This is an optimization exercise on Yosys and OpenROAD, whose aim is small area and a short achievable clock period, not a production implementation.
At most, simulation tests tie the RTL to the original design; equivalence was not proved.
Function not checked in run 1: the RTL went through the layout flow alone.

==> flow/design.v, too long to show whole: its modules and the start of the top module <==
// module ALU32Bit: 1294 lines
// module FA: 4 lines
// module HA: 4 lines
// module ALUTop: 35 lines
module ALUTop(Clk, ALUControl, A, B, Hi_in, Lo_in, ALUResult, Zero, Hi_out, Lo_out);
  // ...
==> flow/flow/run.sh <==
#!/bin/bash
set -euo pipefail
export SETUP_SLACK_MARGIN=${SETUP_MARGIN:-10}
bash standard.sh > standard.log 2>&1
==> flow/standard.sh <==
#!/bin/bash
# synth_recipe.tcl (not shown) runs the flow's synth.tcl, then flattens the netlist and writes it again
# the make line also repeats each setting of config.mk as NAME=value (left out here)
make -C /OpenROAD-flow-scripts/flow DESIGN_CONFIG=/design/flow/config.mk WORK_HOME=/design/flow/orfs CLKGATE_MAP_FILE= SYNTH_SCRIPT=/design/flow/synth_recipe.tcl "${@:-finish}"
==> flow/config.mk <==
export PLATFORM = sky130hd
export DESIGN_NAME = ALUTop
export DESIGN_NICKNAME = ALUTop
export VERILOG_FILES = /design/flow/design.v
export SDC_FILE = /design/flow/constraint.sdc
export NUM_CORES = 4
export LEC_CHECK = 0
export ABC_AREA = 1
export CAP_MARGIN = 20
export CORE_MARGIN = 2
export CORE_UTILIZATION = 60
export SLEW_MARGIN = 20
export SYNTH_HIERARCHICAL = 1
export SYNTH_MINIMUM_KEEP_SIZE = 0
==> flow/constraint.sdc <==
create_clock -name core_clock -period 14.0 [get_ports {Clk}]
set_input_delay 2.8000 -clock core_clock [delete_from_list [all_inputs] [get_ports {Clk}]]
set_output_delay 2.8000 -clock core_clock [all_outputs]
set_load 0.01 [all_outputs]
==> metrics.md, run 1 <==
| Metric | Value |
|---|---|
| Status | aborted with a tool error |
| Stopped at | global routing |
| First error | [ERROR GRT-0232] Routing congestion too high. Check the congestion heatmap in the GUI. |
| Synth cell count leaders | nand2_1, xor2_1, fa_1 |
| GR Layer Usage met1 | 80.9% |
| Postcts setup bufs | 192 |
| Met3 Resource Use GR | 67.2% |
| Cell area after synthesis | 42800 um2 |
| H-Tree Depth | 1 |
| Most frequent cell after synthesis | nand2_1 |
| Post-Syn Instances | 5713 |
| Area leader, netlist | fa_1 |
| # hold bufs at CTS | 0 |
| Top Usage Layer GRT | met2 |
| Clk buf depth | 3 |
| Seq/Total Area, Yosys | 11.0% |
| Post-synth top area share | 25.4% |
| Die span in x | 271 um |
| Synthesized-area fraction occupied by adder cells | 31.5% |
| Pin count of the biggest net entering global routing | 68 |
| # IOs | 232 |
| Synth warn | 8 |
| Die height | 271 um |
| Placed cell count | 6562 |
| Avg Synthesized Cell Area | 7.50 um2 |
| Inserted Clock Buffers | 28 |
| Post-synth cell types | 59 |
| Top cells by area, synth | fa_1, xor2_1, dfxtp_1 |
| GRT overflow | 14 |
| #FFs+latches synth | 235 |
| Simple-gate share of the synthesized area | 19.7% |
==> run 2: changes to the inputs <==
--- a/flow/design.v
+++ b/flow/design.v
@@ -1240,18 +1240,31 @@
     wire fs588, fc588;
     FA ufs588 (.a(fs462), .b(fc523), .c(fs524), .s(fs588), .co(fc588));
     wire fs589, fc589;
     FA ufs589 (.a(fc462), .b(fc524), .c(fs525), .s(fs589), .co(fc589));
     wire fs590, fc590;
     FA ufs590 (.a(hc463), .b(fs526), .c(fc525), .s(fs590), .co(fc590));
     assign px = {fs590, fc588, fs588, fs587, fc585, fc584, fc583, fc582, fc581, fc580, fc579, fc578, fc577, fc576, fc575, fc574, fc573, fc572, fc571, fc570, fc569, fc568, fc567, fc566, fc565, fc564, fc563, fc562, fc561, fc560, fc559, fc558, fc557, fc556, fc555, fc554, fc553, fc552, fc551, fc550, fc549, fc548, fc547, fc546, fc545, fc544, fc543, fc542, fc541, fc540, fc539, fc538, fc537, fc536, fc535, fc534, fc533, fc532, fc531, fc530, fc529, fc528, hc527, hs464};
     assign py = {fc589, fs589, fc587, fc586, fs586, fs585, fs584, fs583, fs582, fs581, fs580, fs579, fs578, fs577, fs576, fs575, fs574, fs573, fs572, fs571, fs570, fs569, fs568, fs567, fs566, fs565, fs564, fs563, fs562, fs561, fs560, fs559, fs558, fs557, fs556, fs555, fs554, fs553, fs552, fs551, fs550, fs549, fs548, fs547, fs546, fs545, fs544, fs543, fs542, fs541, fs540, fs539, fs538, fs537, fs536, fs535, fs534, fs533, fs532, fs531, fs530, fs529, fs528, hs527};
-    wire [63:0] prod = px + py;
-    wire [63:0] mres = prod ^ {64{op_msub}};
+    wire [63:0] hp = px ^ py;
+    wire [63:0] gk [0:6];
+    wire [63:0] pk [0:6];
+    assign gk[0] = px & py;
+    assign pk[0] = hp;
+    genvar k;
+    generate
+        for (k = 0; k < 6; k = k + 1) begin : ks
+            assign gk[k+1] = gk[k] | (pk[k] & {gk[k][63-(1<<k):0], {(1<<k){1'b0}}});
+            assign pk[k+1] = pk[k] & {pk[k][63-(1<<k):0], {(1<<k){1'b1}}};
+        end
+    endgenerate
+    wire [63:0] cy = {gk[6][62:0], 1'b0};
+    wire [63:0] prod = hp ^ cy;
+    wire [63:0] mres = (hp ^ {64{op_msub}}) ^ cy;
     wire [31:0] zc = {px[30:0] | py[30:0], 1'b0};
     wire zsum = &(~(px[31:0] ^ py[31:0] ^ zc));
     assign Hi_out = op_hilo ? mres[63:32] : (op_mthi ? A : Hi_in);
     assign Lo_out = op_hilo ? mres[31:0]  : (op_mtlo ? A : Lo_in);
     wire op_sll = (ALUControl == 6'h12) | (ALUControl == 6'h14);
     wire op_sra = (ALUControl == 6'h1C);
     wire op_rot = (ALUControl == 6'h1A) | (ALUControl == 6'h1B);
     wire [31:0] shd = op_sra ? A : B;
==> flow/flow/run.sh (replaced) <==
#!/bin/bash
set -euo pipefail
export SETUP_SLACK_MARGIN=8
bash standard.sh > standard.log 2>&1
==> flow/config.mk (replaced) <==
export PLATFORM = sky130hd
export DESIGN_NAME = ALUTop
export DESIGN_NICKNAME = ALUTop
export VERILOG_FILES = /design/flow/design.v
export SDC_FILE = /design/flow/constraint.sdc
export NUM_CORES = 4
export LEC_CHECK = 0
export ABC_AREA = 1
export CAP_MARGIN = 20
export CORE_MARGIN = 2
export CORE_UTILIZATION = 40
export SLEW_MARGIN = 20
export SYNTH_HIERARCHICAL = 1
export SYNTH_MINIMUM_KEEP_SIZE = 0
==> run 2 against run 1 <==
  * Now fails the layout checks on max-capacitance violations, max-slew violations
  * Synthesized cell count is 2.4% lower
  * Synthesized area is 1.0% lower
==> metrics.md, run 2 <==
| Metric | Value |
|---|---|
| Status | complete, but fails checks |
| Violated checks | max-capacitance violations, max-slew violations |
| Pin count of the biggest net entering global routing | 65 |
| Routed wire length | 260000 um |
| GRT overflow | 0 |
| Arrival time at the worst endpoint | 7.40 ns |
| Cell area after synthesis | 42400 um2 (-1.0%) |
| Die height | 330 um (+22%) |
| Via count | 48700 |
| CTS sink cnt | 235 |
| Post-synth EDFFs | 0 |
| Count of input and output buffers | 231 |
| CTS tree | yes |
| Synth cell count leaders | nand2_1, xor2_1, fa_1 |
| # hold bufs at CTS | 0 (unchanged) |
| Post-synth cell types | 64 (+8.5%) |
| Post-synth top area share | 25.7% (+0.26 points) |
| Die span in x | 330 um (+22%) |
| Clock-pin slew on the worst setup and hold paths | 0.07 ns |
| Post-DRT Antenna Nets | 0 |
| FMAX | 144 MHz |
| Worst skew pair latency | 0.62 ns |
| Worst-Margin Slew | 1.55 ns |
| Met2 wire len | 99300 um |
| Min Hold Slack | 0.697 ns |
| P&R area growth vs syn | 29.5% |
| Clock Skew | 0.0325 ns |
| Core Box Area | 105000 um2 |
| Via density | 6.71 |
| Area leader, netlist | fa_1 |
| TritonRoute pass-1 iters | 14 |
| M1 WL | 92700 um |
| Rows | 119 |
| Setup_tns | 0 ns |
| CP max-delay cell | fa_1 |
| Dpl hpwl | 174000 um |
| Slowest stage delay, CP | 0.62 ns |
| Max Transition Viols Final | 3 |
| Clock root cell | clkbuf_16 |
| Most frequent cell after synthesis | nand2_1 |
| First-pass GRT wire length | 354000 um |
| Global Route Usage Sum | 46.2% |
| Setup-failing EPs final | 0 |
| WL per Instance | 35.8 um |
| Top cells by area, synth | fa_1, xor2_1, dfxtp_1 |
| Min Clock Period, post-route | 6.96 ns |
| Initial antenna violation count | 23 |
| RSZ-0062 raised after global routing | yes |
| Total of max-cap violations | 1 |
| #FFs+latches synth | 235 (unchanged) |
| Gp weighted congestion | 1.10 |
| Most frequent cells in the layout | nand2_1, xor2_1, fa_1 |
| Ratio of cells with drive above 1 in the final layout | 20.4% |
| Commonest non-fill, non-tap cell in the layout | nand2_1 |
| Wire length on met3 | 44300 um |
| Ys flop type | dfxtp_1 |
| Ys async rst share | 0% |
| Worst-path fanout max | 7 |
| Clk buf depth | 3 (unchanged) |
| Final #Nets | 6716 |
| # IOs | 232 (unchanged) |
| Detailed Route Iter0 Violations | 8461 |
| Inserted Clock Buffers | 26 (-7.1%) |
| Critical path type | reg -> reg |
| Synth warn | 8 (unchanged) |
| Final period utilization | 49.7% |
| Post-Syn Instances | 5578 (-2.4%) |
| Avg Synthesized Cell Area | 7.60 um2 (+1.4%) |
| Slew HR | -4.46% |
| Seq/Total Area, Yosys | 11.1% (+0.11 points) |
| H-Tree Depth | 1 (unchanged) |
| Worst setup EP type | register |
| CP Launch Type | register |
| Die area | 109000 um2 |
| WP data required | 14.44 ns |
| Final Hold Fails | 0 |
| Top layer in use | met5 |
| Post-layout util | 52.1% |
| Remaining DRCs | 0 |
| Starting Density | 40.3% |
| Vias in the first global route | 45600 |
| Worst Hold Class | reg -> reg |
==> run 2: cell types whose count changed after synthesis, sizes merged, moves of 8 or more <==
cell,before,now
nand3,437,373
nand2,1133,1094
o21ai,236,271
a211oi,47,13
o211ai,39,72
a21oi,262,232
nor2,279,258
or2,22,4
nand4,41,25
buf,111,123
clkbuf,352,340
o21bai,1,10
xnor2,61,69
==> run 2: final timing paths <==
| check | start | cells past startpoint | to | slack, ns |
|---|---|---|---|---|
| max | b_q[10] | 29 | Hi_out[27] | 7.04 |
| min | hi_q[31] | 2 | Hi_out[31] | 0.70 |
| max reg2reg | b_q[10] | 29 | Hi_out[27] | 7.04 |
| min reg2reg | hi_q[31] | 2 | Hi_out[31] | 0.70 |
==> run 2: worst max-delay path, delay by kind of cell, from the launching register on <==
kind,cells,cell delay (ns)
adder cells (fa/ha/maj),7,3.29
flip-flops,1,0.34
XOR/XNOR,2,0.39
AO/OA/AOI/OAI,9,1.31
AND/OR/NAND/NOR,4,0.54
buffers and inverters,7,0.88
==> run 2: repair_timing <==
action                                  4_1_cts  5_1_grt
buffers inserted                            193       75
endpoints found under the setup margin       78       67
endpoints found under the hold margin         0        0
pin swaps                                   134      131
gates resized for setup                     750      348
cloned                                       30        3
==> run 2: final cells by class <==
class | instances | area (um2)
fill | 9912 | 50400
inverter | 425 | 1740
clock buffer | 30 | 717
timing repair buffer | 672 | 7490
clock inverter | 18 | 189
sequential | 235 | 4760
timing repair inverter | 1 | 7.51
tap | 1391 | 1740
multi-input combinational | 4470 | 38200
antenna | 20 | 50.0
==> run 2: per-layer routing <==
layer	track usage, %	vias up
met5	1.52	-
met4	28.9	26
met3	22.9	1354
met2	62.5	4774
met1	57.9	23400
li1	-	19200
==> run 2: cells by family after synthesis <==
kind of cell,after synthesis,share of synthesized area (%)
buffers and inverters,888,8.23
flip-flops,235,11.1
other,1,0.00885
AND/OR/NAND/NOR,1831,18.1
XOR/XNOR,630,13.1
AO/OA/AOI/OAI,1243,17.7
adder cells (fa/ha/maj),750,31.8
==> run 2: modules after synthesis, one instance, submodules excluded <==
module	cell area, um2	copies in the design	flops+latches	cells inside
FA	20.0	543	0	1
ALUTop	4810	1	235	258
ALU32Bit	26100	1	0	4729
HA	12.5	48	0	1
==> run 2: metrics by stage <==
| stage | cell area, um2 | cells | setup slack, ns |
|---|---|---|---|
| 5_1_grt | 54800 | 7242 | 6.91 |
| 3_3_place_gp | 46000 | 6893 | 5.23 |
| 3_5_place_dp | 46000 | 6893 | 5.32 |
| 4_1_cts | 52600 | 7164 | 7.21 |
| 2_1_floorplan | 42800 | 5593 | 7.98 |
| 6_report | 54900 | 7262 | 7.04 |

[port drivers added, routing unchanged]
The flow's constraints put no driver on any port. The routed layout listed below was extracted and timed again, unchanged, in two steps. Step 1: set_driving_cell puts a clkbuf_16 on Clk and a buf_2 on each other input, an assumption about the parent block. Step 2, shift: input delay + t, output delay - t, t = (earliest + latest rising clock arrival at the registers) / 2. This alone moves slack from input paths to output paths. Slacks: ideal ports / drivers / drivers and shift; pairs: ideal ports / drivers.
run: run 2
t, ns: 0.666
setup slack, ns: 7.041 / 7.041 / 7.041
worst data-port slew with drivers (ns): 0.11
For run 2, drivers alone change the setup slack by 0.000 ns; drivers and shift together by 0.000 ns.
